Source: an optimization exercise on an open RTL-to-GDS flow (aim: a short achievable clock period and few clock cycles). Production flows keep margins and buffers that such runs may drop.
Only simulation tests tie the RTL to the original design; equivalence was not proved.
Power is estimated from default activity; no workload was simulated.

## flow/design.v (module list and top-level ports; edited modules follow where they fit)
// module alu16: 325 lines
// module alu8: 348 lines
// module sync_reset: 13 lines
// module z80: 126 lines
// module add_rel: 11 lines
// module z80_step: 636 lines
module z80(
    clk,
    reset_external,
    halt,
    bdos_trap,
    mem_addr,
    mem_we,
    mem_wdata,
    mem_rdata,
    io_addr,
    io_we,
    io_wdata,
    io_rdata
    );
  // ...
==> flow/flow/run.sh <==
#!/bin/bash
# The standard layout, with the timing repair asked to aim for more setup
# slack than the flow settings allow, so that it keeps improving the critical
# paths. The constraints (clock period, I/O delays, loads) are the standard flow's own.
set -euo pipefail
MARGIN=${SETUP_MARGIN:-11}
sed "s/\"\\\${@:-finish}\"/SETUP_SLACK_MARGIN=$MARGIN \"\${@:-finish}\"/" standard.sh > standard_margin.sh
grep -q "SETUP_SLACK_MARGIN=$MARGIN" standard_margin.sh
bash standard_margin.sh > flow_make.log 2>&1
test -f out/final.def
==> flow/standard.sh <==
#!/bin/bash
# synth_recipe.tcl (not shown) runs the flow's synth.tcl, then flattens the netlist and writes it again
# the make line also repeats each setting of config.mk as NAME=value (left out here)
make -C /OpenROAD-flow-scripts/flow DESIGN_CONFIG=/design/flow/config.mk WORK_HOME=/design/flow/orfs CLKGATE_MAP_FILE= SYNTH_SCRIPT=/design/flow/synth_recipe.tcl "${@:-finish}"
==> flow/config.mk <==
export PLATFORM = sky130hd
export DESIGN_NAME = z80
export DESIGN_NICKNAME = z80
export VERILOG_FILES = /design/flow/design.v
export SDC_FILE = /design/flow/constraint.sdc
export NUM_CORES = 4
export LEC_CHECK = 0
export CAP_MARGIN = 20
export CORE_MARGIN = 2
export CORE_UTILIZATION = 30
export GPL_ROUTABILITY_DRIVEN = 1
export SLEW_MARGIN = 20
export SYNTH_MEMORY_MAX_BITS = 1048576
==> flow/constraint.sdc <==
create_clock -name core_clock -period 16.0 [get_ports {clk}]
set_input_delay 3.2000 -clock core_clock [delete_from_list [all_inputs] [get_ports {clk}]]
set_output_delay 3.2000 -clock core_clock [all_outputs]
set_load 0.01 [all_outputs]
==> run notes, run 1 <==
Post-synthesis instance total - 9878
Post-CTS Resized - 1507
GR Layer Usage met1 - 0.679
Post-CTS setup buffers - 500
Register area share after synthesis - 0.0761
Root Buffer - clkbuf_16
Distinct cells, synth - 143
First error - [ERROR GRT-0232] Routing congestion too high. Check the congestion heatmap in the GUI.
Met3 Resource Use GR - 0.530
Share of the synthesized area in the top cell type - 0.0757
Post-CTS Hold Buffers - 0
Yosys top cell by area - dfxtp_1
Status - aborted with a tool error
Synth area leaders - dfxtp_1 7.6%, nand2_1 6.5%, a21oi_1 6.3%, o21ai_0 6.0%, nor2_1 5.4%
Pre-CTS WS - 6710 ps
Largest net degree at the start of global routing - 53
#FFs+latches synth - 243
Die Y - 466 um
Warnings, synthesis - 6
Simple-gate share of the synthesized area - 0.275
Mapped Area - 64000 sq um
Die X-Extent - 466 um
Share of flip-flops with an asynchronous set or reset - 0.00412
Grt met2 use - 0.778
Gr usage total - 0.658
Max clock buf depth - 3
H-tree depth - 2
# clock sinks - 243
Halt Stage - global routing (5_1_grt)
Ys flop type - dfxtp_1
Mux contribution to synthesized area - 0.0437
Synth top cells by count - 1100 x nand2_1, 929 x nor2_1, 809 x a21oi_1, 765 x o21ai_0, 633 x clkbuf_1
Testbench counts, summed over its fixed seeds: cycles 150,602.
==> module z80, before the edit <==
module z80(
    clk,
    reset_external,
    halt,
    bdos_trap,
    mem_addr,
    mem_we,
    mem_wdata,
    mem_rdata,
    io_addr,
    io_we,
    io_wdata,
    io_rdata
    );
input wire clk;
input wire reset_external;
output reg halt;
output reg bdos_trap;
output reg [15:0] mem_addr;
output reg mem_we;
output reg [7:0] mem_wdata;
input wire [7:0] mem_rdata;
output reg [7:0] io_addr;
output reg io_we;
output reg [7:0] io_wdata;
input wire [7:0] io_rdata;
wire reset;
sync_reset sync_reset(
  .reset_external(reset_external),
  .clk(clk),
  .reset(reset)
  );
reg [7:0] A, F, B, C, D, E, H, L;
reg [15:0] IX, IY, SP, PC, TMP, EA;
reg [7:0] ir;
reg [1:0] pfx, xy;
reg xycb, ddone, tk;
reg [2:0] st;
reg [5:0] alu_op_q;
reg [11:0] asel_q;
reg [2:0] a16_op_q;
wire [5:0] alu_op_a, alu_op_b;
wire [11:0] asel_a, asel_b;
wire [2:0] a16_op_a, a16_op_b;
wire [7:0] A_n, F_n, B_n, C_n, D_n, E_n, H_n, L_n;
wire [15:0] IX_n, IY_n, SP_n, PC_n, TMP_n, EA_n;
wire [7:0] ir_n;
wire [1:0] pfx_n, xy_n;
wire xycb_n, ddone_n, tk_n, halt_n, bdos_n, ldir_n;
wire [15:0] TMPx_n, EAx_n, rel_o, ea_o;
wire jrb_n, eab_n;
wire [2:0] st_n;
z80_step #(.USEQ(1)) cur (
  .alu_op_q(alu_op_q), .asel_q(asel_q), .a16_op_q(a16_op_q), .alu_op_d(), .asel_d(), .a16_op_d(),
  .TMPx_n(TMPx_n), .EAx_n(EAx_n), .jrb_n(jrb_n), .eab_n(eab_n), .rel_o(rel_o), .ea_o(ea_o),
  .A(A), .F(F), .B(B), .C(C), .D(D), .E(E), .H(H), .L(L),
  .IX(IX), .IY(IY), .SP(SP), .PC(PC), .TMP(TMP), .EA(EA),
  .ir(ir), .ir_rmw(ir), .pfx(pfx), .xy(xy), .xycb(xycb), .ddone(ddone), .tk(tk), .st(st), .halt(halt),
  .din(mem_rdata), .iodin(io_rdata), .ma_cur(mem_addr),
  .A_n(A_n), .F_n(F_n), .B_n(B_n), .C_n(C_n), .D_n(D_n), .E_n(E_n), .H_n(H_n), .L_n(L_n),
  .IX_n(IX_n), .IY_n(IY_n), .SP_n(SP_n), .PC_n(PC_n), .TMP_n(TMP_n), .EA_n(EA_n),
  .ir_n(ir_n), .pfx_n(pfx_n), .xy_n(xy_n), .xycb_n(xycb_n), .ddone_n(ddone_n), .tk_n(tk_n),
  .st_n(st_n), .halt_n(halt_n), .bdos_n(bdos_n), .ldir_n(ldir_n),
  .mem_addr(), .mem_we(), .mem_wdata(), .io_addr(), .io_we(), .io_wdata()
  );
wire [15:0] ma_a, ma_b;
wire we_a, we_b, iowe_a, iowe_b;
wire [7:0] wd_a, wd_b, ioa_a, ioa_b, iowd_a, iowd_b;
z80_step nxa (
  .TMPx_n(), .EAx_n(), .jrb_n(), .eab_n(), .rel_o(), .ea_o(),
  .alu_op_q(6'd0), .asel_q(12'd0), .a16_op_q(3'd0), .alu_op_d(alu_op_a), .asel_d(asel_a), .a16_op_d(a16_op_a),
  .A(A_n), .F(F_n), .B(B_n), .C(C_n), .D(D_n), .E(E_n), .H(H_n), .L(L_n),
  .IX(IX_n), .IY(IY_n), .SP(SP_n), .PC(PC_n), .TMP(TMPx_n), .EA(EAx_n),
  .ir(ir), .ir_rmw(ir), .pfx(pfx), .xy(xy), .xycb(xycb), .ddone(ddone_n), .tk(tk_n), .st(st_n), .halt(halt),
  .din(8'h00), .iodin(8'h00), .ma_cur(16'h0000),
  .A_n(), .F_n(), .B_n(), .C_n(), .D_n(), .E_n(), .H_n(), .L_n(),
  .IX_n(), .IY_n(), .SP_n(), .PC_n(), .TMP_n(), .EA_n(),
  .ir_n(), .pfx_n(), .xy_n(), .xycb_n(), .ddone_n(), .tk_n(),
  .st_n(), .halt_n(), .bdos_n(), .ldir_n(),
  .mem_addr(ma_a), .mem_we(we_a), .mem_wdata(wd_a), .io_addr(ioa_a), .io_we(iowe_a), .io_wdata(iowd_a)
  );
z80_step nxb (
  .TMPx_n(), .EAx_n(), .jrb_n(), .eab_n(), .rel_o(), .ea_o(),
  .alu_op_q(6'd0), .asel_q(12'd0), .a16_op_q(3'd0), .alu_op_d(alu_op_b), .asel_d(asel_b), .a16_op_d(a16_op_b),
  .A(A_n), .F(F_n), .B(B_n), .C(C_n), .D(D_n), .E(E_n), .H(H_n), .L(L_n),
  .IX(IX_n), .IY(IY_n), .SP(SP_n), .PC(PC_n), .TMP(TMPx_n), .EA(EAx_n),
  .ir(mem_rdata), .ir_rmw(ir), .pfx(pfx_n), .xy(xy_n), .xycb(xycb_n), .ddone(1'b0), .tk(tk_n), .st(3'd0), .halt(1'b0),
  .din(8'h00), .iodin(8'h00), .ma_cur(16'h0000),
  .A_n(), .F_n(), .B_n(), .C_n(), .D_n(), .E_n(), .H_n(), .L_n(),
  .IX_n(), .IY_n(), .SP_n(), .PC_n(), .TMP_n(), .EA_n(),
  .ir_n(), .pfx_n(), .xy_n(), .xycb_n(), .ddone_n(), .tk_n(),
  .st_n(), .halt_n(), .bdos_n(), .ldir_n(),
  .mem_addr(ma_b), .mem_we(we_b), .mem_wdata(wd_b), .io_addr(ioa_b), .io_we(iowe_b), .io_wdata(iowd_b)
  );
always @(posedge clk)
begin
  if (reset)
    begin
      A <= 8'hff; F <= 8'hff; B <= 8'hff; C <= 8'hff; D <= 8'hff; E <= 8'hff; H <= 8'hff; L <= 8'hff;
      IX <= 16'hffff; IY <= 16'hffff; SP <= 16'hffff; PC <= 16'h0000;
      TMP <= 16'h0000; EA <= 16'h0000;
      ir <= 8'h00; pfx <= 2'd0; xy <= 2'd0; xycb <= 1'b0; ddone <= 1'b0; tk <= 1'b0;
      st <= 3'd0; halt <= 1'b0; bdos_trap <= 1'b0;
      mem_addr <= 16'h0000; mem_we <= 1'b0; mem_wdata <= 8'h00;
      io_addr <= 8'h00; io_we <= 1'b0; io_wdata <= 8'h00;
      alu_op_q <= 6'd0; asel_q <= 12'd1; a16_op_q <= 3'd4;
    end
  else
    begin
      A <= A_n; F <= F_n; B <= B_n; C <= C_n; D <= D_n; E <= E_n; H <= H_n; L <= L_n;
      IX <= IX_n; IY <= IY_n; SP <= SP_n; PC <= PC_n;
      TMP <= TMP_n; EA <= EA_n;
      ir <= ir_n; pfx <= pfx_n; xy <= xy_n; xycb <= xycb_n; ddone <= ddone_n; tk <= tk_n;
      st <= st_n; halt <= halt_n; bdos_trap <= bdos_n;
      mem_addr <= jrb_n ? rel_o : eab_n ? ea_o : ldir_n ? ma_b : ma_a;
      mem_we <= ldir_n ? we_b : we_a;
      mem_wdata <= ldir_n ? wd_b : wd_a;
      io_addr <= ldir_n ? ioa_b : ioa_a;
      io_we <= ldir_n ? iowe_b : iowe_a;
      io_wdata <= ldir_n ? iowd_b : iowd_a;
      alu_op_q <= ldir_n ? alu_op_b : alu_op_a;
      asel_q <= ldir_n ? asel_b : asel_a;
      a16_op_q <= ldir_n ? a16_op_b : a16_op_a;
    end
end
endmodule
==> module add_rel, before the edit <==
module add_rel(
    input wire [15:0] base,
    input wire [7:0] d,
    output wire [15:0] sum
    );
wire [8:0] lo = {1'b0, base[7:0]} + {1'b0, d};
wire [7:0] hp = base[15:8] + 8'd1;
wire [7:0] hm = base[15:8] - 8'd1;
assign sum[7:0] = lo[7:0];
assign sum[15:8] = (lo[8] == d[7]) ? base[15:8] : (lo[8] ? hp : hm);
endmodule
==> run 2, diff against run 1 <==
--- a/flow/design.v
+++ b/flow/design.v
@@ -708,9 +708,9 @@
 output reg bdos_trap;
-output reg [15:0] mem_addr;
+output wire [15:0] mem_addr;
 output reg mem_we;
-output reg [7:0] mem_wdata;
+output wire [7:0] mem_wdata;
 input wire [7:0] mem_rdata;
-output reg [7:0] io_addr;
+output wire [7:0] io_addr;
 output reg io_we;
-output reg [7:0] io_wdata;
+output wire [7:0] io_wdata;
 input wire [7:0] io_rdata;
@@ -722,4 +722,4 @@
   );
-reg [7:0] A, F, B, C, D, E, H, L;
-reg [15:0] IX, IY, SP, PC, TMP, EA;
+reg [7:0] A, F, B, C, D, E, H, L, RMW;
+reg [15:0] IX, IY, SP, SPM, PC, TMP, EA;
 reg [7:0] ir;
@@ -731,6 +731,8 @@
 reg [2:0] a16_op_q;
-wire [5:0] alu_op_a, alu_op_b;
-wire [11:0] asel_a, asel_b;
-wire [2:0] a16_op_a, a16_op_b;
-wire [7:0] A_n, F_n, B_n, C_n, D_n, E_n, H_n, L_n;
+reg [11:0] as_q;
+reg [15:0] JT;
+reg [17:0] ws_q;
+reg [1:0] ias_q;
+reg [11:0] iws_q;
+wire [7:0] A_n, F_n, B_n, C_n, D_n, E_n, H_n, L_n, RMW_n;
 wire [15:0] IX_n, IY_n, SP_n, PC_n, TMP_n, EA_n;
@@ -739,8 +741,23 @@
 wire xycb_n, ddone_n, tk_n, halt_n, bdos_n, ldir_n;
-wire [15:0] TMPx_n, EAx_n, rel_o, ea_o;
-wire jrb_n, eab_n;
 wire [2:0] st_n;
+assign mem_addr =
+    ({16{as_q[0]}} & PC) | ({16{as_q[1]}} & {H, L}) | ({16{as_q[2]}} & {B, C}) | ({16{as_q[3]}} & {D, E}) |
+    ({16{as_q[4]}} & SP) | ({16{as_q[5]}} & SPM) | ({16{as_q[6]}} & TMP) | ({16{as_q[7]}} & EA) |
+    ({16{as_q[8]}} & IX) | ({16{as_q[9]}} & IY) | ({16{as_q[10]}} & {10'b0, ir[5:3], 3'b0}) |
+    ({16{as_q[11]}} & JT);
+assign mem_wdata =
+    ({8{ws_q[0]}} & A) | ({8{ws_q[1]}} & B) | ({8{ws_q[2]}} & C) | ({8{ws_q[3]}} & D) |
+    ({8{ws_q[4]}} & E) | ({8{ws_q[5]}} & H) | ({8{ws_q[6]}} & L) | ({8{ws_q[7]}} & IX[15:8]) |
+    ({8{ws_q[8]}} & IX[7:0]) | ({8{ws_q[9]}} & IY[15:8]) | ({8{ws_q[10]}} & IY[7:0]) | ({8{ws_q[11]}} & F) |
+    ({8{ws_q[12]}} & TMP[7:0]) | ({8{ws_q[13]}} & PC[15:8]) | ({8{ws_q[14]}} & PC[7:0]) |
+    ({8{ws_q[15]}} & SP[15:8]) | ({8{ws_q[16]}} & SP[7:0]) | ({8{ws_q[17]}} & RMW);
+assign io_addr = ({8{ias_q[0]}} & C) | ({8{ias_q[1]}} & TMP[7:0]);
+assign io_wdata =
+    ({8{iws_q[0]}} & A) | ({8{iws_q[1]}} & B) | ({8{iws_q[2]}} & C) | ({8{iws_q[3]}} & D) |
+    ({8{iws_q[4]}} & E) | ({8{iws_q[5]}} & H) | ({8{iws_q[6]}} & L) | ({8{iws_q[7]}} & IX[15:8]) |
+    ({8{iws_q[8]}} & IX[7:0]) | ({8{iws_q[9]}} & IY[15:8]) | ({8{iws_q[10]}} & IY[7:0]) | ({8{iws_q[11]}} & TMP[7:0]);
 z80_step #(.USEQ(1)) cur (
   .alu_op_q(alu_op_q), .asel_q(asel_q), .a16_op_q(a16_op_q), .alu_op_d(), .asel_d(), .a16_op_d(),
-  .TMPx_n(TMPx_n), .EAx_n(EAx_n), .jrb_n(jrb_n), .eab_n(eab_n), .rel_o(rel_o), .ea_o(ea_o),
+  .TMPx_n(), .EAx_n(), .jrb_n(), .eab_n(), .rel_o(rel_o), .ea_o(),
+  .as_(), .JT(JT), .ws_(), .ias_(), .iws_(), .RMW(RMW), .RMW_n(RMW_n),
   .A(A), .F(F), .B(B), .C(C), .D(D), .E(E), .H(H), .L(L),
@@ -755,10 +772,17 @@
   );
-wire [15:0] ma_a, ma_b;
+wire [5:0] alu_op_a, alu_op_b;
+wire [11:0] asel_a, asel_b;
+wire [2:0] a16_op_a, a16_op_b;
+wire [11:0] as_a, as_b;
+wire [15:0] rel_o;
+wire [17:0] ws_a, ws_b;
+wire [1:0] ias_a, ias_b;
+wire [11:0] iws_a, iws_b;
 wire we_a, we_b, iowe_a, iowe_b;
-wire [7:0] wd_a, wd_b, ioa_a, ioa_b, iowd_a, iowd_b;
 z80_step nxa (
-  .TMPx_n(), .EAx_n(), .jrb_n(), .eab_n(), .rel_o(), .ea_o(),
   .alu_op_q(6'd0), .asel_q(12'd0), .a16_op_q(3'd0), .alu_op_d(alu_op_a), .asel_d(asel_a), .a16_op_d(a16_op_a),
-  .A(A_n), .F(F_n), .B(B_n), .C(C_n), .D(D_n), .E(E_n), .H(H_n), .L(L_n),
-  .IX(IX_n), .IY(IY_n), .SP(SP_n), .PC(PC_n), .TMP(TMPx_n), .EA(EAx_n),
+  .TMPx_n(), .EAx_n(), .jrb_n(), .eab_n(), .rel_o(), .ea_o(),
+  .as_(as_a), .JT(16'h0000), .ws_(ws_a), .ias_(ias_a), .iws_(iws_a), .RMW(8'h00), .RMW_n(),
+  .A(8'h00), .F(8'h00), .B(8'h00), .C(8'h00), .D(8'h00), .E(8'h00), .H(8'h00), .L(8'h00),
+  .IX(16'h0000), .IY(16'h0000), .SP(16'h0000), .PC(16'h0000), .TMP(16'h0000), .EA(16'h0000),
   .ir(ir), .ir_rmw(ir), .pfx(pfx), .xy(xy), .xycb(xycb), .ddone(ddone_n), .tk(tk_n), .st(st_n), .halt(halt),
@@ -769,9 +793,10 @@
   .st_n(), .halt_n(), .bdos_n(), .ldir_n(),
-  .mem_addr(ma_a), .mem_we(we_a), .mem_wdata(wd_a), .io_addr(ioa_a), .io_we(iowe_a), .io_wdata(iowd_a)
+  .mem_addr(), .mem_we(we_a), .mem_wdata(), .io_addr(), .io_we(iowe_a), .io_wdata()
   );
 z80_step nxb (
-  .TMPx_n(), .EAx_n(), .jrb_n(), .eab_n(), .rel_o(), .ea_o(),
   .alu_op_q(6'd0), .asel_q(12'd0), .a16_op_q(3'd0), .alu_op_d(alu_op_b), .asel_d(asel_b), .a16_op_d(a16_op_b),
-  .A(A_n), .F(F_n), .B(B_n), .C(C_n), .D(D_n), .E(E_n), .H(H_n), .L(L_n),
-  .IX(IX_n), .IY(IY_n), .SP(SP_n), .PC(PC_n), .TMP(TMPx_n), .EA(EAx_n),
+  .TMPx_n(), .EAx_n(), .jrb_n(), .eab_n(), .rel_o(), .ea_o(),
+  .as_(as_b), .JT(16'h0000), .ws_(ws_b), .ias_(ias_b), .iws_(iws_b), .RMW(8'h00), .RMW_n(),
+  .A(8'h00), .F(8'h00), .B(8'h00), .C(8'h00), .D(8'h00), .E(8'h00), .H(8'h00), .L(8'h00),
+  .IX(16'h0000), .IY(16'h0000), .SP(16'h0000), .PC(16'h0000), .TMP(16'h0000), .EA(16'h0000),
   .ir(mem_rdata), .ir_rmw(ir), .pfx(pfx_n), .xy(xy_n), .xycb(xycb_n), .ddone(1'b0), .tk(tk_n), .st(3'd0), .halt(1'b0),
@@ -782,3 +807,3 @@
   .st_n(), .halt_n(), .bdos_n(), .ldir_n(),
-  .mem_addr(ma_b), .mem_we(we_b), .mem_wdata(wd_b), .io_addr(ioa_b), .io_we(iowe_b), .io_wdata(iowd_b)
+  .mem_addr(), .mem_we(we_b), .mem_wdata(), .io_addr(), .io_we(iowe_b), .io_wdata()
   );
@@ -789,9 +814,9 @@
       A <= 8'hff; F <= 8'hff; B <= 8'hff; C <= 8'hff; D <= 8'hff; E <= 8'hff; H <= 8'hff; L <= 8'hff;
-      IX <= 16'hffff; IY <= 16'hffff; SP <= 16'hffff; PC <= 16'h0000;
-      TMP <= 16'h0000; EA <= 16'h0000;
+      IX <= 16'hffff; IY <= 16'hffff; SP <= 16'hffff; SPM <= 16'hfffe; PC <= 16'h0000;
+      TMP <= 16'h0000; EA <= 16'h0000; RMW <= 8'h00;
       ir <= 8'h00; pfx <= 2'd0; xy <= 2'd0; xycb <= 1'b0; ddone <= 1'b0; tk <= 1'b0;
       st <= 3'd0; halt <= 1'b0; bdos_trap <= 1'b0;
-      mem_addr <= 16'h0000; mem_we <= 1'b0; mem_wdata <= 8'h00;
-      io_addr <= 8'h00; io_we <= 1'b0; io_wdata <= 8'h00;
+      mem_we <= 1'b0; io_we <= 1'b0;
       alu_op_q <= 6'd0; asel_q <= 12'd1; a16_op_q <= 3'd4;
+      as_q <= 12'd1; JT <= 16'h0000; ws_q <= 18'd0; ias_q <= 2'd0; iws_q <= 12'd0;
     end
@@ -800,12 +825,8 @@
       A <= A_n; F <= F_n; B <= B_n; C <= C_n; D <= D_n; E <= E_n; H <= H_n; L <= L_n;
-      IX <= IX_n; IY <= IY_n; SP <= SP_n; PC <= PC_n;
-      TMP <= TMP_n; EA <= EA_n;
+      IX <= IX_n; IY <= IY_n; SP <= SP_n; SPM <= SP_n - 16'd1; PC <= PC_n;
+      TMP <= TMP_n; EA <= EA_n; RMW <= RMW_n;
       ir <= ir_n; pfx <= pfx_n; xy <= xy_n; xycb <= xycb_n; ddone <= ddone_n; tk <= tk_n;
       st <= st_n; halt <= halt_n; bdos_trap <= bdos_n;
-      mem_addr <= jrb_n ? rel_o : eab_n ? ea_o : ldir_n ? ma_b : ma_a;
       mem_we <= ldir_n ? we_b : we_a;
-      mem_wdata <= ldir_n ? wd_b : wd_a;
-      io_addr <= ldir_n ? ioa_b : ioa_a;
       io_we <= ldir_n ? iowe_b : iowe_a;
-      io_wdata <= ldir_n ? iowd_b : iowd_a;
       alu_op_q <= ldir_n ? alu_op_b : alu_op_a;
@@ -813,2 +834,7 @@
       a16_op_q <= ldir_n ? a16_op_b : a16_op_a;
+      as_q <= ldir_n ? as_b : as_a;
+      JT <= rel_o;
+      ws_q <= ldir_n ? ws_b : ws_a;
+      ias_q <= ldir_n ? ias_b : ias_a;
+      iws_q <= ldir_n ? iws_b : iws_a;
     end
@@ -821,7 +847,44 @@
     );
-wire [8:0] lo = {1'b0, base[7:0]} + {1'b0, d};
-wire [7:0] hp = base[15:8] + 8'd1;
-wire [7:0] hm = base[15:8] - 8'd1;
+wire [8:0] lo = fast_add8(base[7:0], d);
+wire [7:0] hp = fast_inc8(base[15:8]);
+wire [7:0] hm = fast_dec8(base[15:8]);
+wire up = lo[8] & ~d[7];
+wire dn = ~lo[8] & d[7];
 assign sum[7:0] = lo[7:0];
-assign sum[15:8] = (lo[8] == d[7]) ? base[15:8] : (lo[8] ? hp : hm);
+assign sum[15:8] = ({8{up}} & hp) | ({8{dn}} & hm) | ({8{~(up | dn)}} & base[15:8]);
+function [8:0] fast_add8;     
+  input [7:0] a, b;
+  reg [7:0] g, p, gg, pp;
+  integer i, k;
+  begin
+    g = a & b; p = a ^ b; gg = g; pp = p;
+    for (k = 1; k < 8; k = k * 2)
+      for (i = 7; i >= k; i = i - 1)
+        begin
+          gg[i] = gg[i] | (pp[i] & gg[i - k]);
+          pp[i] = pp[i] & pp[i - k];
+        end
+    fast_add8[0] = p[0];
+    for (i = 1; i < 8; i = i + 1) fast_add8[i] = p[i] ^ gg[i - 1];
+    fast_add8[8] = gg[7];
+  end
+endfunction
+function [7:0] fast_inc8;
+  input [7:0] a;
+  integer i;
+  reg c;
+  begin
+    c = 1'b1;
+    for (i = 0; i < 8; i = i + 1) begin fast_inc8[i] = a[i] ^ c; c = c & a[i]; end
+  end
+endfunction
+function [7:0] fast_dec8;
+  input [7:0] a;
+  integer i;
+  reg c;
+  begin
+    c = 1'b1;
+    for (i = 0; i < 8; i = i + 1) begin fast_dec8[i] = a[i] ^ c; c = c & ~a[i]; end
+  end
+endfunction
 endmodule
@@ -837,2 +900,9 @@
     output wire [15:0] rel_o, ea_o,
+    output reg [11:0] as_,         
+    input wire [15:0] JT,
+    output reg [17:0] ws_,         
+    output reg [1:0] ias_,         
+    output reg [11:0] iws_,        
+    input wire [7:0] RMW,
+    output reg [7:0] RMW_n,
     input wire [7:0] A, F, B, C, D, E, H, L,
@@ -899,2 +969,72 @@
 wire [15:0] MHL = (xy == 2'd0) ? HL : EA;
+localparam [11:0] ASPC = 12'd1, ASHL = 12'd2, ASBC = 12'd4, ASDE = 12'd8, ASSP = 12'd16, ASSPM = 12'd32,
+                  ASTMP = 12'd64, ASEA = 12'd128, ASIX = 12'd256, ASIY = 12'd512, ASVEC = 12'd1024, ASJT = 12'd2048;
+localparam [17:0] WSA = 18'd1, WSB = 18'd2, WSC = 18'd4, WSD = 18'd8, WSE = 18'd16, WSH = 18'd32, WSL = 18'd64,
+                  WSXH = 18'd128, WSXL = 18'd256, WSYH = 18'd512, WSYL = 18'd1024, WSF = 18'd2048,
+                  WSTL = 18'd4096, WSPCH = 18'd8192, WSPCL = 18'd16384, WSSPH = 18'd32768, WSSPL = 18'd65536,
+                  WSRMW = 18'd131072;
+localparam [1:0] IAC = 2'd1, IATL = 2'd2;
+localparam [11:0] IWA = 12'd1, IWB = 12'd2, IWC = 12'd4, IWD = 12'd8, IWE = 12'd16, IWH = 12'd32, IWL = 12'd64,
+                  IWXH = 12'd128, IWXL = 12'd256, IWYH = 12'd512, IWYL = 12'd1024, IWTL = 12'd2048;
+reg [11:0] fas;
+wire [11:0] ASMHL = (xy == 2'd0) ? ASHL : ASEA;
+wire [11:0] ASHLX = (xy == 2'd0) ? ASHL : (xy == 2'd1) ? ASIX : ASIY;
+wire [17:0] WSHLXL = (xy == 2'd0) ? WSL : (xy == 2'd1) ? WSXL : WSYL;
+wire [17:0] WSHLXH = (xy == 2'd0) ? WSH : (xy == 2'd1) ? WSXH : WSYH;
+reg [17:0] wsr8z, wsrrqh, wsrrql, wsrrph, wsrrpl;
+reg [11:0] iwr8y;
+always @(*)
+begin
+  case (z)
+    3'd0: wsr8z = WSB;
+    3'd1: wsr8z = WSC;
+    3'd2: wsr8z = WSD;
+    3'd3: wsr8z = WSE;
+    3'd4: wsr8z = !xyr ? WSH : (xy == 2'd1) ? WSXH : WSYH;
+    3'd5: wsr8z = !xyr ? WSL : (xy == 2'd1) ? WSXL : WSYL;
+    3'd6: wsr8z = 18'd0;
+    default: wsr8z = WSA;
+  endcase
+  case (y)
+    3'd0: iwr8y = IWB;
+    3'd1: iwr8y = IWC;
+    3'd2: iwr8y = IWD;
+    3'd3: iwr8y = IWE;
+    3'd4: iwr8y = !xyr ? IWH : (xy == 2'd1) ? IWXH : IWYH;
+    3'd5: iwr8y = !xyr ? IWL : (xy == 2'd1) ? IWXL : IWYL;
+    3'd6: iwr8y = 12'd0;
+    default: iwr8y = IWA;
+  endcase
+  case (p)
+    2'd0: begin wsrrqh = WSB; wsrrql = WSC; wsrrph = WSB; wsrrpl = WSC; end
+    2'd1: begin wsrrqh = WSD; wsrrql = WSE; wsrrph = WSD; wsrrpl = WSE; end
+    2'd2: begin wsrrqh = WSHLXH; wsrrql = WSHLXL; wsrrph = WSHLXH; wsrrpl = WSHLXL; end
+    default: begin wsrrqh = WSA; wsrrql = WSF; wsrrph = WSSPH; wsrrpl = WSSPL; end
+  endcase
+end
+reg [7:0] rmw_din;
+always @(*)
+begin
+  if (pfx == 2'd1)
+    case (ir[7:6])
+      2'b00:
+        case (y)
+          3'd0: rmw_din = {din[6:0], din[7]};
+          3'd1: rmw_din = {din[0], din[7:1]};
+          3'd2: rmw_din = {din[6:0], F[0]};
+          3'd3: rmw_din = {F[0], din[7:1]};
+          3'd4: rmw_din = {din[6:0], 1'b0};
+          3'd5: rmw_din = {din[7], din[7:1]};
+          3'd6: rmw_din = {din[6:0], 1'b1};
+          default: rmw_din = {1'b0, din[7:1]};
+        endcase
+      2'b10: rmw_din = din & ~(8'd1 << y);
+      2'b11: rmw_din = din | (8'd1 << y);
+      default: rmw_din = din;
+    endcase
+  else if (pfx == 2'd2)
+    rmw_din = ir[3] ? {din[3:0], A[3:0]} : {A[3:0], din[7:4]};
+  else
+    rmw_din = ir[0] ? din - 8'd1 : din + 8'd1;
+end
 reg [7:0] r8z, r8y;
@@ -968,27 +1108,2 @@
   );
-reg [5:0] rmw_op;
-wire [7:0] rmw_out;
-wire [7:0] rmw_f_unused;
-always @(*)
-begin
-  if (pfx == 2'd1)
-    case (ir_rmw[7:6])
-      2'b00: rmw_op = {3'b010, ir_rmw[5:3]};
-      2'b10: rmw_op = 6'd27;
-      default: rmw_op = 6'd28;
-    endcase
-  else if (pfx == 2'd2)
-    rmw_op = ir_rmw[3] ? 6'd33 : 6'd31;
-  else
-    rmw_op = ir_rmw[0] ? 6'd25 : 6'd24;
-end
-alu8 alu8_rmw (
-  .alu8_ain(A),
-  .alu8_out(rmw_out),
-  .alu8_op(rmw_op),
-  .alu8_arg(TMP[7:0]),
-  .alu8_flags_in(F),
-  .alu8_flags_out(rmw_f_unused),
-  .alu8_bit_sel(ir_rmw[5:3])
-  );
 reg [2:0] a16_op;
@@ -1037,7 +1152,7 @@
   halt_n = halt; bdos_n = 1'b0; ldir_n = 1'b0;
-  jrb_n = 1'b0; eab_n = 1'b0; TMPx_n = TMP; EAx_n = EA;
+  jrb_n = 1'b0; eab_n = 1'b0; TMPx_n = TMP; EAx_n = EA; RMW_n = RMW;
   st_n = st + 3'd1;
-  mem_addr = PC; mem_we = 1'b0; mem_wdata = 8'h00;
-  io_addr = 8'h00; io_we = 1'b0; io_wdata = 8'h00;
-  fe = 1'b0; fa = PC; npfx = 2'd0; nxy = 2'd0;
+  mem_addr = PC; as_ = ASPC; mem_we = 1'b0; mem_wdata = 8'h00; ws_ = 18'd0;
+  io_addr = 8'h00; ias_ = 2'd0; io_we = 1'b0; io_wdata = 8'h00; iws_ = 12'd0;
+  fe = 1'b0; fa = PC; fas = ASPC; npfx = 2'd0; nxy = 2'd0;
   w8 = 1'b0; w8i = 3'd0; w8v = alu_out;
@@ -1048,3 +1163,3 @@
     begin
-      mem_addr = PC; PC_n = pc1; EA_n = ea_in; ddone_n = 1'b1; st_n = st;
+      mem_addr = PC; as_ = ASPC; PC_n = pc1; EA_n = ea_in; ddone_n = 1'b1; st_n = st;
       eab_n = (ir != 8'h36);
@@ -1059,6 +1174,6 @@
           begin
-            mem_addr = PC; PC_n = pc1; TMP_n = rel_tgt; B_n = bm1; tk_n = (B != 8'd1); jrb_n = (B != 8'd1);
+            mem_addr = PC; as_ = ASPC; PC_n = pc1; B_n = bm1; tk_n = (B != 8'd1); jrb_n = (B != 8'd1);
           end
         else
-          begin fe = 1'b1; fa = tk ? TMP : PC; end
+          begin fe = 1'b1; fa = tk ? JT : PC; fas = (tk ? ASJT : ASPC); end
       8'b00_011_000, 8'b00_1??_000:                        
@@ -1066,3 +1181,3 @@
           begin
-            mem_addr = PC; PC_n = pc1; TMP_n = rel_tgt;
+            mem_addr = PC; as_ = ASPC; PC_n = pc1;
             tk_n = ir[5] ? cond({1'b0, ir[4:3]}, F) : 1'b1;
@@ -1071,7 +1186,7 @@
         else
-          begin fe = 1'b1; fa = tk ? TMP : PC; end
+          begin fe = 1'b1; fa = tk ? JT : PC; fas = (tk ? ASJT : ASPC); end
       8'b00_??0_001:                                       
         case (st)
-          3'd0: begin mem_addr = PC; PC_n = pc1; TMP_n[7:0] = din; end
-          3'd1: begin mem_addr = PC; PC_n = pc1; TMP_n[15:8] = din; end
+          3'd0: begin mem_addr = PC; as_ = ASPC; PC_n = pc1; TMP_n[7:0] = din; end
+          3'd1: begin mem_addr = PC; as_ = ASPC; PC_n = pc1; TMP_n[15:8] = din; end
           default: begin w16 = 1'b1; w16v = TMP; fe = 1'b1; end
@@ -1082,3 +1197,3 @@
         if (st == 3'd0)
-          begin mem_addr = ir[4] ? DE : BC; mem_we = 1'b1; mem_wdata = A; end
+          begin mem_addr = ir[4] ? DE : BC; as_ = (ir[4] ? ASDE : ASBC); mem_we = 1'b1; mem_wdata = A; ws_ = WSA; end
         else fe = 1'b1;
@@ -1086,3 +1201,3 @@
         if (st == 3'd0)
-          begin mem_addr = ir[4] ? DE : BC; A_n = din; end
+          begin mem_addr = ir[4] ? DE : BC; as_ = (ir[4] ? ASDE : ASBC); A_n = din; end
         else fe = 1'b1;
@@ -1090,11 +1205,11 @@
         case (st)
-          3'd0: begin mem_addr = PC; PC_n = pc1; TMP_n[7:0] = din; end
-          3'd1: begin mem_addr = PC; PC_n = pc1; TMP_n[15:8] = din; end
+          3'd0: begin mem_addr = PC; as_ = ASPC; PC_n = pc1; TMP_n[7:0] = din; end
+          3'd1: begin mem_addr = PC; as_ = ASPC; PC_n = pc1; TMP_n[15:8] = din; end
           3'd2:
             begin
-              mem_addr = TMP;
+              mem_addr = TMP; as_ = ASTMP;
               case (ir[4:3])
-                2'b00: begin mem_we = 1'b1; mem_wdata = HLx[7:0]; TMP_n = TMP + 16'd1; end
-                2'b01: begin EA_n[7:0] = din; TMP_n = TMP + 16'd1; end
-                2'b10: begin mem_we = 1'b1; mem_wdata = A; st_n = 3'd4; end
+                2'b00: begin mem_we = 1'b1; mem_wdata = HLx[7:0]; ws_ = WSHLXL; TMP_n = TMP + 16'd1; end
+                2'b01: begin RMW_n = din; TMP_n = TMP + 16'd1; end
+                2'b10: begin mem_we = 1'b1; mem_wdata = A; ws_ = WSA; st_n = 3'd4; end
                 default: begin A_n = din; st_n = 3'd4; end
@@ -1104,7 +1219,7 @@
             begin
-              mem_addr = TMP;
+              mem_addr = TMP; as_ = ASTMP;
               if (ir[3] == 1'b0)
-                begin mem_we = 1'b1; mem_wdata = HLx[15:8]; end
+                begin mem_we = 1'b1; mem_wdata = HLx[15:8]; ws_ = WSHLXH; end
               else
-                EA_n[15:8] = din;
+                TMP_n = {din, RMW};
             end
@@ -1112,3 +1227,3 @@
             begin
-              if (ir[4:3] == 2'b01) begin w16 = 1'b1; w16i = 2'd2; w16v = EA; end
+              if (ir[4:3] == 2'b01) begin w16 = 1'b1; w16i = 2'd2; w16v = TMP; end
               fe = 1'b1;
@@ -1125,4 +1240,4 @@
             case (st)
-              3'd0: begin mem_addr = MHL; TMP_n[7:0] = din; end
-              3'd1: begin argc = 2'd2; mem_addr = MHL; mem_we = 1'b1; mem_wdata = rmw_out; F_n = alu_f; end
+              3'd0: begin mem_addr = MHL; as_ = ASMHL; TMP_n[7:0] = din; RMW_n = rmw_din; end
+              3'd1: begin argc = 2'd2; mem_addr = MHL; as_ = ASMHL; mem_we = 1'b1; mem_wdata = RMW; ws_ = WSRMW; F_n = alu_f; end
               default: fe = 1'b1;
@@ -1135,4 +1250,4 @@
           case (st)
-            3'd0: begin mem_addr = PC; PC_n = pc1; TMP_n[7:0] = din; end
-            3'd1: begin mem_addr = MHL; mem_we = 1'b1; mem_wdata = tl; end
+            3'd0: begin mem_addr = PC; as_ = ASPC; PC_n = pc1; TMP_n[7:0] = din; end
+            3'd1: begin mem_addr = MHL; as_ = ASMHL; mem_we = 1'b1; mem_wdata = tl; ws_ = WSTL; end
             default: fe = 1'b1;
@@ -1141,3 +1256,3 @@
           if (st == 3'd0)
-            begin mem_addr = PC; PC_n = pc1; w8 = 1'b1; w8i = y; w8v = din; end
+            begin mem_addr = PC; as_ = ASPC; PC_n = pc1; w8 = 1'b1; w8i = y; w8v = din; end
           else fe = 1'b1;
@@ -1150,3 +1265,3 @@
           if (st == 3'd0)
-            begin mem_addr = MHL; w8 = 1'b1; w8i = y; w8v = din; end
+            begin mem_addr = MHL; as_ = ASMHL; w8 = 1'b1; w8i = y; w8v = din; end
           else fe = 1'b1;
@@ -1154,3 +1269,3 @@
           if (st == 3'd0)
-            begin mem_addr = MHL; mem_we = 1'b1; mem_wdata = r8z; end
+            begin mem_addr = MHL; as_ = ASMHL; mem_we = 1'b1; mem_wdata = r8z; ws_ = wsr8z; end
           else fe = 1'b1;
@@ -1161,3 +1276,3 @@
           if (st == 3'd0)
-            begin mem_addr = MHL; TMP_n[7:0] = din; end
+            begin mem_addr = MHL; as_ = ASMHL; TMP_n[7:0] = din; end
           else
@@ -1170,3 +1285,3 @@
             begin
-              mem_addr = SP; TMP_n[7:0] = din;
+              mem_addr = SP; as_ = ASSP; TMP_n[7:0] = din;
               tk_n = ir[0] || cond(y, F);
@@ -1176,5 +1291,5 @@
             if (tk)
-              begin mem_addr = SP; TMP_n[15:8] = din; SP_n = sp1; end
+              begin mem_addr = SP; as_ = ASSP; TMP_n[15:8] = din; SP_n = sp1; end
             else fe = 1'b1;
-          default: begin fe = 1'b1; fa = TMP; end
+          default: begin fe = 1'b1; fa = TMP; fas = ASTMP; end
         endcase
@@ -1182,4 +1297,4 @@
         case (st)
-          3'd0: begin mem_addr = SP; TMP_n[7:0] = din; SP_n = sp1; end
-          3'd1: begin mem_addr = SP; TMP_n[15:8] = din; SP_n = sp1; end
+          3'd0: begin mem_addr = SP; as_ = ASSP; TMP_n[7:0] = din; SP_n = sp1; end
+          3'd1: begin mem_addr = SP; as_ = ASSP; TMP_n[15:8] = din; SP_n = sp1; end
           default: begin w16 = 1'b1; w16af = 1'b1; w16v = TMP; fe = 1'b1; end
@@ -1187,3 +1302,3 @@
       8'b11_011_001: fe = 1'b1;                            
-      8'b11_101_001: begin fe = 1'b1; fa = HLx; end        
+      8'b11_101_001: begin fe = 1'b1; fa = HLx; fas = ASHLX; end        
       8'b11_111_001: begin SP_n = HLx; fe = 1'b1; end      
@@ -1191,5 +1306,5 @@
         case (st)
-          3'd0: begin mem_addr = PC; PC_n = pc1; TMP_n[7:0] = din; end
-          3'd1: begin mem_addr = PC; PC_n = pc1; TMP_n[15:8] = din; tk_n = ir[0] || cond(y, F); end
-          default: begin fe = 1'b1; fa = tk ? TMP : PC; end
+          3'd0: begin mem_addr = PC; as_ = ASPC; PC_n = pc1; TMP_n[7:0] = din; end
+          3'd1: begin mem_addr = PC; as_ = ASPC; PC_n = pc1; TMP_n[15:8] = din; tk_n = ir[0] || cond(y, F); end
+          default: begin fe = 1'b1; fa = tk ? TMP : PC; fas = (tk ? ASTMP : ASPC); end
         endcase
@@ -1199,6 +1314,6 @@
         else if (st == 3'd0)
-          begin mem_addr = PC; PC_n = pc1; EA_n = ea_in; end
+          begin mem_addr = PC; as_ = ASPC; PC_n = pc1; EA_n = ea_in; end
         else
           begin
-            mem_addr = PC; PC_n = pc1; ir_n = din; pfx_n = 2'd1; xycb_n = 1'b1; st_n = 3'd0; ldir_n = 1'b1;
+            mem_addr = PC; as_ = ASPC; PC_n = pc1; ir_n = din; pfx_n = 2'd1; xycb_n = 1'b1; st_n = 3'd0; ldir_n = 1'b1;
           end
@@ -1206,16 +1321,16 @@
         if (st == 3'd0)
-          begin mem_addr = PC; PC_n = pc1; TMP_n[7:0] = din; end
+          begin mem_addr = PC; as_ = ASPC; PC_n = pc1; TMP_n[7:0] = din; end
         else
-          begin io_addr = tl; io_we = 1'b1; io_wdata = A; fe = 1'b1; end
+          begin io_addr = tl; ias_ = IATL; io_we = 1'b1; io_wdata = A; iws_ = IWA; fe = 1'b1; end
       8'b11_011_011:                                       
         if (st == 3'd0)
-          begin mem_addr = PC; PC_n = pc1; TMP_n[7:0] = din; end
+          begin mem_addr = PC; as_ = ASPC; PC_n = pc1; TMP_n[7:0] = din; end
         else
-          begin io_addr = tl; A_n = iodin; fe = 1'b1; end
+          begin io_addr = tl; ias_ = IATL; A_n = iodin; fe = 1'b1; end
       8'b11_100_011:                                       
         case (st)
-          3'd0: begin mem_addr = SP; TMP_n[7:0] = din; SP_n = sp1; end
-          3'd1: begin mem_addr = SP; TMP_n[15:8] = din; SP_n = spm1; end
-          3'd2: begin mem_addr = SP; mem_we = 1'b1; mem_wdata = HLx[7:0]; SP_n = sp1; end
-          3'd3: begin mem_addr = SP; mem_we = 1'b1; mem_wdata = HLx[15:8]; SP_n = spm1;
+          3'd0: begin mem_addr = SP; as_ = ASSP; TMP_n[7:0] = din; SP_n = sp1; end
+          3'd1: begin mem_addr = SP; as_ = ASSP; TMP_n[15:8] = din; SP_n = spm1; end
+          3'd2: begin mem_addr = SP; as_ = ASSP; mem_we = 1'b1; mem_wdata = HLx[7:0]; ws_ = WSHLXL; SP_n = sp1; end
+          3'd3: begin mem_addr = SP; as_ = ASSP; mem_we = 1'b1; mem_wdata = HLx[15:8]; ws_ = WSHLXH; SP_n = spm1;
                       w16 = 1'b1; w16i = 2'd2; w16v = TMP; end
@@ -1228,10 +1343,10 @@
         case (st)
-          3'd0: begin mem_addr = PC; PC_n = pc1; TMP_n[7:0] = din; end
-          3'd1: begin mem_addr = PC; PC_n = pc1; TMP_n[15:8] = din; tk_n = ir[0] || cond(y, F); end
+          3'd0: begin mem_addr = PC; as_ = ASPC; PC_n = pc1; TMP_n[7:0] = din; end
+          3'd1: begin mem_addr = PC; as_ = ASPC; PC_n = pc1; TMP_n[15:8] = din; tk_n = ir[0] || cond(y, F); end
           3'd2:
             if (tk)
-              begin mem_addr = spm1; mem_we = 1'b1; mem_wdata = PC[15:8]; SP_n = spm1; end
+              begin mem_addr = spm1; as_ = ASSPM; mem_we = 1'b1; mem_wdata = PC[15:8]; ws_ = WSPCH; SP_n = spm1; end
             else fe = 1'b1;
-          3'd3: begin mem_addr = spm1; mem_we = 1'b1; mem_wdata = PC[7:0]; SP_n = spm1; end
-          default: begin fe = 1'b1; fa = TMP; end
+          3'd3: begin mem_addr = spm1; as_ = ASSPM; mem_we = 1'b1; mem_wdata = PC[7:0]; ws_ = WSPCL; SP_n = spm1; end
+          default: begin fe = 1'b1; fa = TMP; fas = ASTMP; end
         endcase
@@ -1239,4 +1354,4 @@
         case (st)
-          3'd0: begin mem_addr = spm1; mem_we = 1'b1; mem_wdata = rrq[15:8]; SP_n = spm1; end
-          3'd1: begin mem_addr = spm1; mem_we = 1'b1; mem_wdata = rrq[7:0]; SP_n = spm1; end
+          3'd0: begin mem_addr = spm1; as_ = ASSPM; mem_we = 1'b1; mem_wdata = rrq[15:8]; ws_ = wsrrqh; SP_n = spm1; end
+          3'd1: begin mem_addr = spm1; as_ = ASSPM; mem_we = 1'b1; mem_wdata = rrq[7:0]; ws_ = wsrrql; SP_n = spm1; end
           default: fe = 1'b1;
@@ -1248,3 +1363,3 @@
         if (st == 3'd0)
-          begin mem_addr = PC; PC_n = pc1; TMP_n[7:0] = din; end
+          begin mem_addr = PC; as_ = ASPC; PC_n = pc1; TMP_n[7:0] = din; end
         else
@@ -1254,5 +1369,5 @@
         case (st)
-          3'd0: begin mem_addr = spm1; mem_we = 1'b1; mem_wdata = PC[15:8]; SP_n = spm1; end
-          3'd1: begin mem_addr = spm1; mem_we = 1'b1; mem_wdata = PC[7:0]; SP_n = spm1; end
-          default: begin fe = 1'b1; fa = {10'b0, y, 3'b0}; end
+          3'd0: begin mem_addr = spm1; as_ = ASSPM; mem_we = 1'b1; mem_wdata = PC[15:8]; ws_ = WSPCH; SP_n = spm1; end
+          3'd1: begin mem_addr = spm1; as_ = ASSPM; mem_we = 1'b1; mem_wdata = PC[7:0]; ws_ = WSPCL; SP_n = spm1; end
+          default: begin fe = 1'b1; fa = {10'b0, y, 3'b0}; fas = ASVEC; end
         endcase
@@ -1273,3 +1388,3 @@
               begin
-                mem_addr = xycb ? EA : HL;
+                mem_addr = xycb ? EA : HL; as_ = (xycb ? ASEA : ASHL);
                 F_n = {y == 3'd7 && din[y], !din[y], ma_cur[5], 1'b1, ma_cur[3], !din[y], 1'b0, F[0]};
@@ -1279,6 +1394,6 @@
             case (st)
-              3'd0: begin mem_addr = xycb ? EA : HL; TMP_n[7:0] = din; end
+              3'd0: begin mem_addr = xycb ? EA : HL; as_ = (xycb ? ASEA : ASHL); TMP_n[7:0] = din; RMW_n = rmw_din; end
               3'd1:
                 begin
-                  argc = 2'd2; mem_addr = xycb ? EA : HL; mem_we = 1'b1; mem_wdata = rmw_out; F_n = alu_f;
+                  argc = 2'd2; mem_addr = xycb ? EA : HL; as_ = (xycb ? ASEA : ASHL); mem_we = 1'b1; mem_wdata = RMW; ws_ = WSRMW; F_n = alu_f;
                   if (z != 3'd6) begin w8 = 1'b1; w8i = z; end
@@ -1299,3 +1414,3 @@
         begin
-          io_addr = C; F_n = {iodin[7], iodin == 8'd0, iodin[5], 1'b0, iodin[3], ~^iodin, 1'b0, F[0]};
+          io_addr = C; ias_ = IAC; F_n = {iodin[7], iodin == 8'd0, iodin[5], 1'b0, iodin[3], ~^iodin, 1'b0, F[0]};
           if (y != 3'd6) begin w8 = 1'b1; w8i = y; w8v = iodin; end
@@ -1304,3 +1419,3 @@
       8'b01_???_001:                                       
-        begin io_addr = C; io_we = 1'b1; io_wdata = r8y; fe = 1'b1; end
+        begin io_addr = C; ias_ = IAC; io_we = 1'b1; io_wdata = r8y; iws_ = iwr8y; fe = 1'b1; end
       8'b01_??0_010:                                       
@@ -1311,9 +1426,9 @@
         case (st)
-          3'd0: begin mem_addr = PC; PC_n = pc1; TMP_n[7:0] = din; end
-          3'd1: begin mem_addr = PC; PC_n = pc1; TMP_n[15:8] = din; end
+          3'd0: begin mem_addr = PC; as_ = ASPC; PC_n = pc1; TMP_n[7:0] = din; end
+          3'd1: begin mem_addr = PC; as_ = ASPC; PC_n = pc1; TMP_n[15:8] = din; end
           3'd2:
             begin
-              mem_addr = TMP; TMP_n = TMP + 16'd1;
-              if (ir[3] == 1'b0) begin mem_we = 1'b1; mem_wdata = rrp[7:0]; end
-              else EA_n[7:0] = din;
+              mem_addr = TMP; as_ = ASTMP; TMP_n = TMP + 16'd1;
+              if (ir[3] == 1'b0) begin mem_we = 1'b1; mem_wdata = rrp[7:0]; ws_ = wsrrpl; end
+              else RMW_n = din;
             end
@@ -1321,5 +1436,5 @@
             begin
-              mem_addr = TMP;
-              if (ir[3] == 1'b0) begin mem_we = 1'b1; mem_wdata = rrp[15:8]; end
-              else EA_n[15:8] = din;
+              mem_addr = TMP; as_ = ASTMP;
+              if (ir[3] == 1'b0) begin mem_we = 1'b1; mem_wdata = rrp[15:8]; ws_ = wsrrph; end
+              else TMP_n = {din, RMW};
             end
@@ -1327,3 +1442,3 @@
             begin
-              if (ir[3]) begin w16 = 1'b1; w16v = EA; end
+              if (ir[3]) begin w16 = 1'b1; w16v = TMP; end
               fe = 1'b1;
@@ -1335,5 +1450,5 @@
         case (st)
-          3'd0: begin mem_addr = SP; TMP_n[7:0] = din; SP_n = sp1; tk_n = 1'b1; end
-          3'd1: begin mem_addr = SP; TMP_n[15:8] = din; SP_n = sp1; end
-          default: begin fe = 1'b1; fa = TMP; end
+          3'd0: begin mem_addr = SP; as_ = ASSP; TMP_n[7:0] = din; SP_n = sp1; tk_n = 1'b1; end
+          3'd1: begin mem_addr = SP; as_ = ASSP; TMP_n[15:8] = din; SP_n = sp1; end
+          default: begin fe = 1'b1; fa = TMP; fas = ASTMP; end
         endcase
@@ -1345,4 +1460,4 @@
         case (st)
-          3'd0: begin mem_addr = HL; TMP_n[7:0] = din; end
-          3'd1: begin mem_addr = HL; mem_we = 1'b1; mem_wdata = rmw_out; end
+          3'd0: begin mem_addr = HL; as_ = ASHL; TMP_n[7:0] = din; RMW_n = rmw_din; end
+          3'd1: begin mem_addr = HL; as_ = ASHL; mem_we = 1'b1; mem_wdata = RMW; ws_ = WSRMW; end
           default: begin argc = 2'd2; alu_op = ir[3] ? 6'd34 : 6'd32; w8 = 1'b1; w8i = 3'd7; F_n = alu_f; fe = 1'b1; end
@@ -1351,6 +1466,6 @@
         case (st)
-          3'd0: begin mem_addr = HL; TMP_n[7:0] = din; H_n = hl_step[15:8]; L_n = hl_step[7:0]; end
+          3'd0: begin mem_addr = HL; as_ = ASHL; TMP_n[7:0] = din; H_n = hl_step[15:8]; L_n = hl_step[7:0]; end
           3'd1:
             begin
-              mem_addr = DE; mem_we = 1'b1; mem_wdata = tl;
+              mem_addr = DE; as_ = ASDE; mem_we = 1'b1; mem_wdata = tl; ws_ = WSTL;
               D_n = de_step[15:8]; E_n = de_step[7:0]; B_n = bcm1[15:8]; C_n = bcm1[7:0];
@@ -1365,3 +1480,3 @@
             begin
-              mem_addr = HL; TMP_n[7:0] = din; H_n = hl_step[15:8]; L_n = hl_step[7:0];
+              mem_addr = HL; as_ = ASHL; TMP_n[7:0] = din; H_n = hl_step[15:8]; L_n = hl_step[7:0];
               B_n = bcm1[15:8]; C_n = bcm1[7:0];
@@ -1371,3 +1486,3 @@
               F_n = {cp_t9[7], cp_t9[7:0] == 8'd0, cp_n[1], cp_t5[4], cp_n[3], BC != 16'd0, 1'b1, F[0]};
-              mem_addr = HL;
+              mem_addr = HL; as_ = ASHL;
               if (ir[4] && BC != 16'd0 && cp_t9[7:0] != 8'd0)
@@ -1383,7 +1498,7 @@
         case (st)
-          3'd0: begin io_addr = C; TMP_n[7:0] = iodin; end
+          3'd0: begin io_addr = C; ias_ = IAC; TMP_n[7:0] = iodin; end
           3'd1:
             begin
-              mem_addr = HL; mem_we = 1'b1; mem_wdata = tl; H_n = hl_step[15:8]; L_n = hl_step[7:0];
-              B_n = bm1; io_addr = C;
+              mem_addr = HL; as_ = ASHL; mem_we = 1'b1; mem_wdata = tl; ws_ = WSTL; H_n = hl_step[15:8]; L_n = hl_step[7:0];
+              B_n = bm1; io_addr = C; ias_ = IAC;
               F_n = {decb_f[7:5], ini_k[8], decb_f[3], ~^((ini_k[7:0] & 8'h07) ^ bm1), tl[7], ini_k[8]};
@@ -1399,3 +1514,3 @@
             begin
-              mem_addr = HL; TMP_n[7:0] = din; H_n = hl_step[15:8]; L_n = hl_step[7:0];
+              mem_addr = HL; as_ = ASHL; TMP_n[7:0] = din; H_n = hl_step[15:8]; L_n = hl_step[7:0];
               tk_n = ir[4] && (B != 8'd1);
@@ -1404,3 +1519,3 @@
             begin
-              io_addr = C; io_we = 1'b1; io_wdata = tl; B_n = bm1;
+              io_addr = C; ias_ = IAC; io_we = 1'b1; io_wdata = tl; iws_ = IWTL; B_n = bm1;
               F_n = {decb_f[7:5], out_k[8], decb_f[3], ~^((out_k[7:0] & 8'h07) ^ bm1), tl[7], out_k[8]};
@@ -1408,3 +1523,3 @@
                 begin
-                  mem_addr = HL; TMP_n[7:0] = din; H_n = hl_step[15:8]; L_n = hl_step[7:0]; st_n = 3'd1;
+                  mem_addr = HL; as_ = ASHL; TMP_n[7:0] = din; H_n = hl_step[15:8]; L_n = hl_step[7:0]; st_n = 3'd1;
                   tk_n = (B != 8'd2);
@@ -1446,3 +1561,3 @@
     begin
-      mem_addr = fa;
+      mem_addr = fa; as_ = fas;
       ir_n = din;
--- a/flow/config.mk
+++ b/flow/config.mk
@@ -9,3 +9,5 @@
 export CORE_MARGIN = 2
-export CORE_UTILIZATION = 30
+export CORE_UTILIZATION = 25
+export CTS_CLUSTER_DIAMETER = 60
+export CTS_CLUSTER_SIZE = 12
 export GPL_ROUTABILITY_DRIVEN = 1
==> run notes, run 2 <==
Row count - 158
# clock sinks - 287 (+18%)
Max_cap viols - 0
Crit share post-route - 0.357
Mapped Area - 46800 sq um (-27%)
Sequence of cells on the critical path - buf_12 -> clkinv_4 -> mux2i_4 -> inv_4 -> mux4_2 -> fa_2 -> buf_6 -> xor2_4 -> o2111ai_4 -> or4_4 -> nor2_4 -> nand2_1 -> or3_4 -> nor3_4 -> buf_6 -> xor2_4 -> o211ai_1 -> a221o_1 -> nand3_2 -> o2111ai_1
CP arrival - 6340 ps
#FFs+latches synth - 287 (+18%)
Yosys top cell by area - dfxtp_1
Unrepaired setup endpoints after global routing - true
Largest register FFs - 18
Min Tclk post-route - 5710 ps
Gr usage total - 0.419
CTS tree - yes
Max transition margin - 0.120
Clock slew at reported path FFs - 60 ps
Post-synthesis net count - 7080
Hold Path Class - flop to flop
H-tree depth - 2 (unchanged)
Pleak - 0.0245 uW
Max clock buf depth - 3 (unchanged)
Synth top cells by count - 643 x nand2_1, 600 x nor2_1, 488 x clkbuf_1, 456 x a21oi_1, 431 x o21ai_0
Core area - 186000 sq um
Slew @ Worst Pin - 1310 ps
Most frequent cell after synthesis - nand2_1
Antenna Nets Post-Route - 0
Share of cells above drive strength 1 - 0.295
Root Buffer - clkbuf_16
Vias in the first global route - 62.5k
Pwr dens - 300 nW/um^2
Ys flop type - dfxtp_1
Top reg by flops - ws_q
Initial Util - 0.252
Critical path's slowest cell - o211ai_1
CP Capture Type - flop
Max Fclk - 175 MHz
Congestion Overflow GR - 0
DRC viols - 0
Number of synthesized flops with an enable pin - 0
Post-synthesis instance total - 6759 (-32%)
Distinct cells, synth - 134 (-6.3%)
Die Y - 437 um (-6.3%)
Net count, final - 7520
Commonest cells after routing, fill and taps aside - 678 x buf_4, 600 x nand2_1, 561 x nor2_1
Largest net degree at the start of global routing - 57
Die ar. - 191000 sq um
Fill cell count - 19.5k
Initial DRT Pass Iterations - 13
PortBufs - 61
Crit start category - flop
Most common cell after layout, fill and taps aside - buf_4
Status - no timing/DRC/antenna violations
Critical Path RT - 16630 ps
Final WL - 426 mm
Fin. Hold Viols - 0
Syn Area/Cell - 6.92 sq um
Crit-path max FO - 11
Share of flip-flops with an asynchronous set or reset - 0.00348 (-0.000631)
CP top delay family - simple AND/OR/NAND/NOR gates
CP bufs+invs - 5
Share of the synthesized area in the top cell type - 0.122 (+0.0467)
CTS buffer count - 54
IR drop worst, VDD - 0.243 mV
Warnings, synthesis - 7 (+1)
Via count - 69.6k
Final setup fails - 0
Initial antenna violation count - 53
First-pass GRT wire length - 558 mm
Register area share after synthesis - 0.123 (+0.0468)
Final cell count without fillers - 9768
I/O pin count - 62
Setup TNS - 0 ps
Synth-to-layout area growth - 39.6%
Die X-Extent - 437 um (-6.3%)
Pins Over Slew Limit - 0
Post-CTS Hold Buffers - 0 (unchanged)
Vias per std cell - 7.12
Worst Skew - 48.9 ps
Placed cell count - 9027
Synth area leaders - dfxtp_1 12%, ha_1 7.7%, nand2_1 5.2%, a21oi_1 4.9%, nor2_1 4.8%
Placer congestion estimate - 1.12
Initial drt markers - 13.1k
Total power - 19600 uW
Crit path kind - flop to flop
Avg WL per Cell - 43.6 um
Hpwl dp - 298 mm
Clock latency (worst-skew pair) - 730 ps
CP max stage delay - 740 ps
## run 2: worst min-delay path, cell delays in order, from the launching register on
cell and delay (ps):
dfxtp_1 310, nand2_1 50, a21oi_1 60
## run 2: logic make-up (layout without fill, tap and decap cells)
group | after synthesis | after routing | synth area share
AO/OA/AOI/OAI | 2538 | 2538 | 0.381
AND/OR/NAND/NOR | 2325 | 2325 | 0.246
buffers and inverters | 873 | 1358 | 0.0743
adder cells (fa/ha/maj) | 303 | 303 | 0.0833
flip-flops | 287 | 287 | 0.123
XOR/XNOR | 273 | 273 | 0.0517
multiplexers | 160 | 160 | 0.0408
other | 0 | 44 | 0
## run 2: layer usage
metal	track usage	routed length [um]	vias to the layer above
li1	-	-	26900
met1	0.488	151000	33500
met2	0.550	156000	6913
met3	0.216	67800	2304
met4	0.372	49900	34
met5	0.00504	386	-
## run 2: layout make-up
class / count / area (sq um) / area share
clock buffer: 65 / 1490 / 0.0227
antenna: 44 / 110 / 0.00169
sequential: 287 / 6080 / 0.0931
clock inverter: 36 / 495 / 0.00759
tap: 2480 / 3100 / 0.0475
inverter: 236 / 1010 / 0.0155
multi-input combinational: 5599 / 42500 / 0.651
timing repair buffer: 1021 / 10500 / 0.161
## run 2: stage by stage
stage / hold slack (ps) / instance area (sq um) / util / setup WS (ps)
after global placement: 448 / 51200 / 0.276 / 8750
final: 467 / 65300 / 0.352 / 10290
after CTS: 465 / 61700 / 0.333 / 10430
after detailed placement: 458 / 51200 / 0.276 / 8700
after floorplan: 450 / 47400 / - / 10000
after global routing: 492 / 65200 / 0.351 / 10350
## run 2: timing repair
action                     in CTS  in global routing
setup endpoints to repair     297                235
cloned                         18                  7
buffers inserted              407                164
gates resized for setup      1275                414
pin swaps                     222                233
## run 2: path summary, 6_finish.rpt
check,start,end,slack (ps),cells past startpoint
max in group asynchronous,reset_external,sync_reset.reset$_DFF_PP1_,13150,2
hold / removal,TMP[8]$_SDFFE_PP0P_,TMP[8]$_SDFFE_PP0P_,470,2
min in group asynchronous,reset_external,sync_reset.reset$_DFF_PP1_,2830,2
setup / recovery,xy[1]$_SDFF_PP0_,F[7]$_SDFF_PP1_,10290,20
hold reg to reg,TMP[8]$_SDFFE_PP0P_,TMP[8]$_SDFFE_PP0P_,470,2
setup reg to reg,xy[1]$_SDFF_PP0_,F[7]$_SDFF_PP1_,10290,20
## run 2: where the power goes
group / leakage, uW / internal, uW / switching (uW)
clock network: 0.000958 / 791 / 547
logic: 0.0212 / 6300 / 10700
registers: 0.00237 / 896 / 347
total: 0.0245 / 7980 / 11600
Testbench counts of run 2, summed over its fixed seeds: cycles 150,602.

-- what the ideal ports hide --
The results above use ideal ports. As a check the final layout listed here was re-extracted and re-timed, cells and wires unchanged.
Step 1 sets driving cells, clkbuf_16 on the clock port and buf_2 on the other inputs (assumed; they add their load-dependent delay and slew).
Step 2 moves the port delays by t, midway between the first and last clock arrival at a register: inputs arrive t later, outputs are due t later. That takes back most of the time a late clock gives input paths.
Slacks: no drivers / after step 1 / after step 2; pairs: no drivers / after step 1.
run: run 2
shift t [ns]: 0.782
setup slack, ns: 10.292 / 10.241 / 9.853
hold WS [ns]: 0.467 / 0.467 / 0.467
worst setup path after step 2: input to register
worst register clock-pin slew, ns: 0.07 / 0.07
After both steps run 2 still meets setup and hold. For run 2, drivers alone change the setup slack by -0.051 ns; drivers and shift together by -0.439 ns.
